Context: an optimization exercise on an open-source flow, tuned for small area. The choices shown serve that exercise and are no tape-out recipe.

==> inputs of trial 55 <==
## compare
module compare(
	clk, rst,
	valid_dog,
    data_dog1, data_dog2, data_dog3,
	cpr_end,
	cnt_seed,
	valid_max,
	addr_max
    );
  input clk, rst;
  input valid_dog;
  input signed [7:0] data_dog1, data_dog2, data_dog3;
  output reg valid_max;    
  output reg cpr_end;
  output reg [8:0] cnt_seed;
  output [15:0] addr_max;
  function gt7;
    input [6:0] a, b;
    integer i;
    reg g;
    begin
      g = 1'b0;
      for (i = 0; i < 7; i = i + 1)
        g = (a[i] & ~b[i]) | (a[i] & g) | (~b[i] & g);
      gt7 = g;
    end
  endfunction
  reg [11:0] pos;
  wire [5:0] col = pos[5:0];    
  wire [5:0] row = pos[11:6];   
  wire win_hit = (col >= 6'd17) && (col <= 6'd44);
  wire win_wr = (col >= 6'd17) && (col <= 6'd46);
  wire row_ok = (row >= 6'd18) && (row <= 6'd45);
  wire [6:0] x1, x2, x3;
  compare_one c1 (.data_dog(data_dog1), .data_clip(x1));
  compare_one c2 (.data_dog(data_dog2), .data_clip(x2));
  compare_one c3 (.data_dog(data_dog3), .data_clip(x3));
  wire g31 = gt7(x3, x1);
  wire [6:0] x13 = g31 ? x3 : x1;
  wire g2 = gt7(x2, x13);
  wire [6:0] a_in = g2 ? x2 : x13;
  reg [6:0] a1, a2;    
  reg ok1;             
  reg ok2;             
  wire [7:0] r0, r1, r2;    
  Line_buff #(.NUM(32), .DW(8)) store (
	.clk(clk),
	.load(win_wr),
	.data_in({ok2 && gt7(a2, a1), a2}),
	.data_out(r0),
	.tap1(r1),
	.tap2(r2)
	);
  always @(posedge clk) begin
    a1 <= a_in;
    a2 <= a1;
    ok1 <= g2 && gt7(x2, a1) && (x2[6:1] != 6'd0);
    ok2 <= ok1 && gt7(a1, r0[6:0]) && gt7(a1, r1[6:0]) && gt7(a1, r2[6:0]);
  end
  reg hp;
  always @(posedge clk or negedge rst)
    if (!rst) begin
      pos <= 12'd4030;
      hp <= 1'b0;
      cnt_seed <= 9'd0;
    end else begin
      if (valid_dog)
        pos <= pos + 12'd1;
  ...
==> module compare, before the edit <==
module compare(
	clk, rst,
	valid_dog,
    data_dog1, data_dog2, data_dog3,
	cpr_end,
	cnt_seed,
	valid_max,
	addr_max
    );
  input clk, rst;
  input valid_dog;
  input signed [7:0] data_dog1, data_dog2, data_dog3;
  output reg valid_max;    
  output reg cpr_end;
  output reg [8:0] cnt_seed;
  output [15:0] addr_max;
  function gt7;
    input [6:0] a, b;
    integer i;
    reg g;
    begin
      g = 1'b0;
      for (i = 0; i < 7; i = i + 1)
        g = (a[i] & ~b[i]) | (a[i] & g) | (~b[i] & g);
      gt7 = g;
    end
  endfunction
  reg [11:0] pos;
  wire [5:0] col = pos[5:0];    
  wire [5:0] row = pos[11:6];   
  wire win_hit = (col >= 6'd17) && (col <= 6'd44);
  wire win_wr = (col >= 6'd17) && (col <= 6'd46);
  wire row_ok = (row >= 6'd18) && (row <= 6'd45);
  wire [6:0] x1, x2, x3;
  compare_one c1 (.data_dog(data_dog1), .data_clip(x1));
  compare_one c2 (.data_dog(data_dog2), .data_clip(x2));
  compare_one c3 (.data_dog(data_dog3), .data_clip(x3));
  wire g31 = gt7(x3, x1);
  wire [6:0] x13 = g31 ? x3 : x1;
  wire g2 = gt7(x2, x13);
  wire [6:0] a_in = g2 ? x2 : x13;
  reg [6:0] a1, a2;    
  reg ok1;             
  reg ok2;             
  wire [7:0] r0, r1, r2;    
  Line_buff #(.NUM(32), .DW(8)) store (
	.clk(clk),
	.load(win_wr),
	.data_in({ok2 && gt7(a2, a1), a2}),
	.data_out(r0),
	.tap1(r1),
	.tap2(r2)
	);
  always @(posedge clk) begin
    a1 <= a_in;
    a2 <= a1;
    ok1 <= g2 && gt7(x2, a1) && (x2[6:1] != 6'd0);
    ok2 <= ok1 && gt7(a1, r0[6:0]) && gt7(a1, r1[6:0]) && gt7(a1, r2[6:0]);
  end
  reg hp;
  always @(posedge clk or negedge rst)
    if (!rst) begin
      pos <= 12'd4030;
      hp <= 1'b0;
      cnt_seed <= 9'd0;
    end else begin
      if (valid_dog)
        pos <= pos + 12'd1;
      hp <= win_hit && row_ok && r1[7] && gt7(r1[6:0], a1) && gt7(r1[6:0], a2);
      if (valid_max)
        cnt_seed <= cnt_seed + 9'd1;
    end
  always @(*) valid_max = hp && gt7(r0[6:0], a1);
  assign addr_max = {4'd0, pos & {12{valid_max}}};
  reg prev_valid, run;
  reg [5:0] q;
  wire start = prev_valid && !valid_dog;
  always @(posedge clk)
    q <= start ? 6'd0 : q + 6'd1;
  always @(posedge clk or negedge rst)
    if (!rst) begin
      prev_valid <= 1'b0;
      run <= 1'b0;
      cpr_end <= 1'b0;
    end else begin
      prev_valid <= valid_dog;
      run <= start || (run && q != 6'd63);
      cpr_end <= run && q == 6'd63;
    end
endmodule
Settings: LEC_CHECK=0, CAP_MARGIN=20, CORE_MARGIN=2, CORE_UTILIZATION=60, CTS_BUF_LIST=sky130_fd_sc_hd__clkbuf_4, CTS_CLUSTER_DIAMETER=40, CTS_CLUSTER_SIZE=12, SLEW_MARGIN=20; clock period 4.0 ns.
run.sh (not shown) runs the stock make flow with config.mk's settings and CLKGATE_MAP_FILE= SYNTH_SCRIPT=/design/flow/synth_recipe.tcl, a recipe that flattens the netlist after the stock synthesis.
==> trial 62 (differences from trial 55) <==
==> flow/flow/run.sh (new file) <==
#!/bin/bash
# The standard layout (the standard.sh: ORFS synthesis to finish), with
# every input and output port buffered by the smallest buffer cell.
set -euo pipefail
export BUFFER_PORTS_ARGS="-buffer_cell sky130_fd_sc_hd__buf_1"
bash standard.sh > standard.log 2>&1
==> flow/standard.sh (new file) <==
#!/bin/bash
# synth_recipe.tcl (not shown) runs the flow's synth.tcl, then flattens the netlist and writes it again
# the make line also repeats each setting of config.mk as NAME=value (left out here)
make -C /OpenROAD-flow-scripts/flow DESIGN_CONFIG=/design/flow/config.mk WORK_HOME=/design/flow/orfs CLKGATE_MAP_FILE= SYNTH_SCRIPT=/design/flow/synth_recipe.tcl "${@:-finish}"
CORE_UTILIZATION = 75   (was 60)
CTS_BUF_LIST = sky130_fd_sc_hd__clkbuf_8   (was sky130_fd_sc_hd__clkbuf_4)
CTS_CLUSTER_DIAMETER = 60   (was 40)
CTS_CLUSTER_SIZE = 16   (was 12)
removed: flow/run.sh
==> build 3 (differences from trial 55) <==
--- a/flow/design.v
+++ b/flow/design.v
@@ -27,5 +27,17 @@
     end
   endfunction
-  reg [11:0] pos;
+  function gt8;
+    input [7:0] a, b;
+    integer i;
+    reg g;
+    begin
+      g = 1'b0;
+      for (i = 0; i < 8; i = i + 1)
+        g = (a[i] & ~b[i]) | (a[i] & g) | (~b[i] & g);
+      gt8 = g;
+    end
+  endfunction
+  reg [11:0] pos_n;             
+  wire [11:0] pos = ~pos_n;
   wire [5:0] col = pos[5:0];    
   wire [5:0] row = pos[11:6];   
@@ -33,12 +45,13 @@
   wire win_wr = (col >= 6'd17) && (col <= 6'd46);
   wire row_ok = (row >= 6'd18) && (row <= 6'd45);
-  wire [6:0] x1, x2, x3;
-  compare_one c1 (.data_dog(data_dog1), .data_clip(x1));
-  compare_one c2 (.data_dog(data_dog2), .data_clip(x2));
-  compare_one c3 (.data_dog(data_dog3), .data_clip(x3));
-  wire g31 = gt7(x3, x1);
-  wire [6:0] x13 = g31 ? x3 : x1;
-  wire g2 = gt7(x2, x13);
-  wire [6:0] a_in = g2 ? x2 : x13;
+  function sgt8;
+    input [7:0] a, b;
+    sgt8 = gt8({~a[7], a[6:0]}, {~b[7], b[6:0]});
+  endfunction
+  wire [7:0] d13 = sgt8(data_dog3, data_dog1) ? data_dog3 : data_dog1;
+  wire g2 = sgt8(data_dog2, d13);
+  wire [7:0] dmax = g2 ? data_dog2 : d13;
+  wire [6:0] a_in = dmax[6:0] & {7{~dmax[7]}};
+  wire [6:0] x2 = data_dog2[6:0] & {7{~data_dog2[7]}};
   reg [6:0] a1, a2;    
   reg ok1;             
@@ -62,10 +75,10 @@
   always @(posedge clk or negedge rst)
     if (!rst) begin
-      pos <= 12'd4030;
+      pos_n <= 12'd65;
       hp <= 1'b0;
       cnt_seed <= 9'd0;
     end else begin
       if (valid_dog)
-        pos <= pos + 12'd1;
+        pos_n <= pos_n - 12'd1;
       hp <= win_hit && row_ok && r1[7] && gt7(r1[6:0], a1) && gt7(r1[6:0], a2);
       if (valid_max)
@@ -73,10 +86,11 @@
     end
   always @(*) valid_max = hp && gt7(r0[6:0], a1);
-  assign addr_max = {4'd0, pos & {12{valid_max}}};
+  assign addr_max = {4'd0, ~(pos_n | {12{~valid_max}})};
   reg prev_valid, run;
-  reg [5:0] q;
+  reg [6:0] q;
   wire start = prev_valid && !valid_dog;
+  wire q_end = (q == 7'd120);
   always @(posedge clk)
-    q <= start ? 6'd0 : q + 6'd1;
+    q <= start ? 7'd0 : {q[5:0], ~(q[6] ^ q[5])};
   always @(posedge clk or negedge rst)
     if (!rst) begin
@@ -86,6 +100,6 @@
     end else begin
       prev_valid <= valid_dog;
-      run <= start || (run && q != 6'd63);
-      cpr_end <= run && q == 6'd63;
+      run <= start || (run && !q_end);
+      cpr_end <= run && q_end;
     end
 endmodule
==> flow/flow/run.sh (new file) <==
#!/bin/bash
# The standard layout (the standard.sh: ORFS synthesis to finish), with
# every input and output port buffered by the smallest buffer cell.
set -euo pipefail
export BUFFER_PORTS_ARGS="-buffer_cell sky130_fd_sc_hd__buf_1"
bash standard.sh > standard.log 2>&1
==> flow/standard.sh (new file) <==
#!/bin/bash
# synth_recipe.tcl (not shown) runs the flow's synth.tcl, then flattens the netlist and writes it again
# the make line also repeats each setting of config.mk as NAME=value (left out here)
make -C /OpenROAD-flow-scripts/flow DESIGN_CONFIG=/design/flow/config.mk WORK_HOME=/design/flow/orfs CLKGATE_MAP_FILE= SYNTH_SCRIPT=/design/flow/synth_recipe.tcl "${@:-finish}"
ABC_AREA = 1   (was default)
CORE_UTILIZATION = 75   (was 60)
CTS_BUF_LIST = sky130_fd_sc_hd__clkbuf_8   (was sky130_fd_sc_hd__clkbuf_4)
CTS_CLUSTER_DIAMETER = 60   (was 40)
CTS_CLUSTER_SIZE = 16   (was 12)
removed: flow/run.sh
==> results.env <==
SYNTH-COMPOUND-AREA-SHARE_PCT=7.46
ANTENNA_VIOLATIONS_BEFORE_REPAIR=0
GRT_UTIL_ALL_LAYERS_PCT=25.1
CLOCK_PIN_SLEW_REPORTED_FOR_THE_WORST_SETUP_AND_HOLD_PATHS_AFTER_CLOCK_TREE_SYNTHESIS_NS=0.10
R2R_START='a1[0]$_DFF_P_'
SEQ_CELL_POWER_W=0.00428
POST-DP-HPWL_MICRONS=9890
PER_INSTANCE_AVERAGE_AREA_AFTER_SYNTHESIS_SQ_UM=13.1
WORST-PATH-MAX-FANOUT=20
CORE_REGION_AREA_SQ_UM=10800
VDD.IR_DROP.WORST_mV=0.660
NETLIST_TOP_CELLS_AREA='dfxtp_1 (67%), dfrtp_1 (4.5%), dfstp_2 (3.2%)'
FINAL.HOLD.WORST_SLACK_NS=0.0406
OUTCOME='no timing/DRC/antenna violations'
PATH_BUF_INV=1
MET3_ROUTED_WL_MICRONS=904
[end of results for trial 62]
==> results.env <==
PATH_BUF_INV=2
OUTCOME='no timing/DRC/antenna violations'
POST-DP-HPWL_MICRONS=9670
SEQ_CELL_POWER_W=0.00481
NETLIST_TOP_CELLS_AREA='dfxtp_1 (68%), dfrtp_1 (7.0%), nand2_1 (5.0%)'
CLOCK_PIN_SLEW_REPORTED_FOR_THE_WORST_SETUP_AND_HOLD_PATHS_AFTER_CLOCK_TREE_SYNTHESIS_NS=0.10
CORE_REGION_AREA_SQ_UM=10700
R2R_START='a1[1]$_DFF_P_'
ANTENNA_VIOLATIONS_BEFORE_REPAIR=0
SYNTH-COMPOUND-AREA-SHARE_PCT=6.11
[end of results for build 3]
==> results.env <==
OUTCOME='no timing/DRC/antenna violations'
SYNTH-COMPOUND-AREA-SHARE_PCT=7.46
R2R_START='a1[0]$_DFF_P_'
PATH_BUF_INV=1
TRITONCTS_CLOCK_TREE='yes'
SYNTH_SIMPLE_GATE_AREA_SHARE_PCT=8.41
CORE_REGION_AREA_SQ_UM=13700
SEQAREAFRACTION_PCT=66.6
SEQ_CELL_POWER_W=0.00423
GRT_UTIL_ALL_LAYERS_PCT=17.6
POST-DP-HPWL_MICRONS=8300
NUMBER_OF_GLOBAL_ROUTE_VIAS_BEFORE_REPAIR=4464
FINAL.HOLD.WORST_SLACK_NS=0.114
ANTENNA_VIOLATIONS_BEFORE_REPAIR=1
NETLIST_TOP_CELLS_AREA='dfxtp_1 (67%), dfrtp_1 (4.5%), dfstp_2 (3.2%)'
BIGGESTREGSBYFLOPS='store.data_tem (256), pos (12), cnt_seed (9)'
[end of results for trial 55]
No run of this note included a check of the RTL's function; only the layout flow was run.

==> separate check: timing with driven ports <==
No port has a modelled driver above. Below, the same layouts with a new extraction and two added sets of constraints.
Step 1: set_driving_cell puts a clkbuf_16 on clk and a buf_2 on each other input, an assumption about the parent block.
Step 2, shift: input delay + t, output delay - t, t = (earliest + latest rising clock arrival at the registers) / 2. This alone moves slack from input paths to output paths.
Slacks: ideal / step 1 / step 2; pairs: ideal / step 1.
| run | t (ns) | setup WS [ns] | hold slack, ns | worst register clock-pin slew, ns |
|---|---|---|---|---|
| trial 55 | 0.674 | 0.186 / 0.152 / 0.564 | 0.114 / 0.101 / 0.317 | 0.12 / 0.12 |
| trial 62 | 0.548 | 0.470 / 0.436 / 0.881 | 0.041 / 0.029 / 0.326 | 0.10 / 0.10 |
| build 3 | 0.538 | 0.688 / 0.654 / 1.099 | 0.244 / 0.236 / 0.323 | 0.10 / 0.10 |
After both steps every run listed still meets setup and hold.
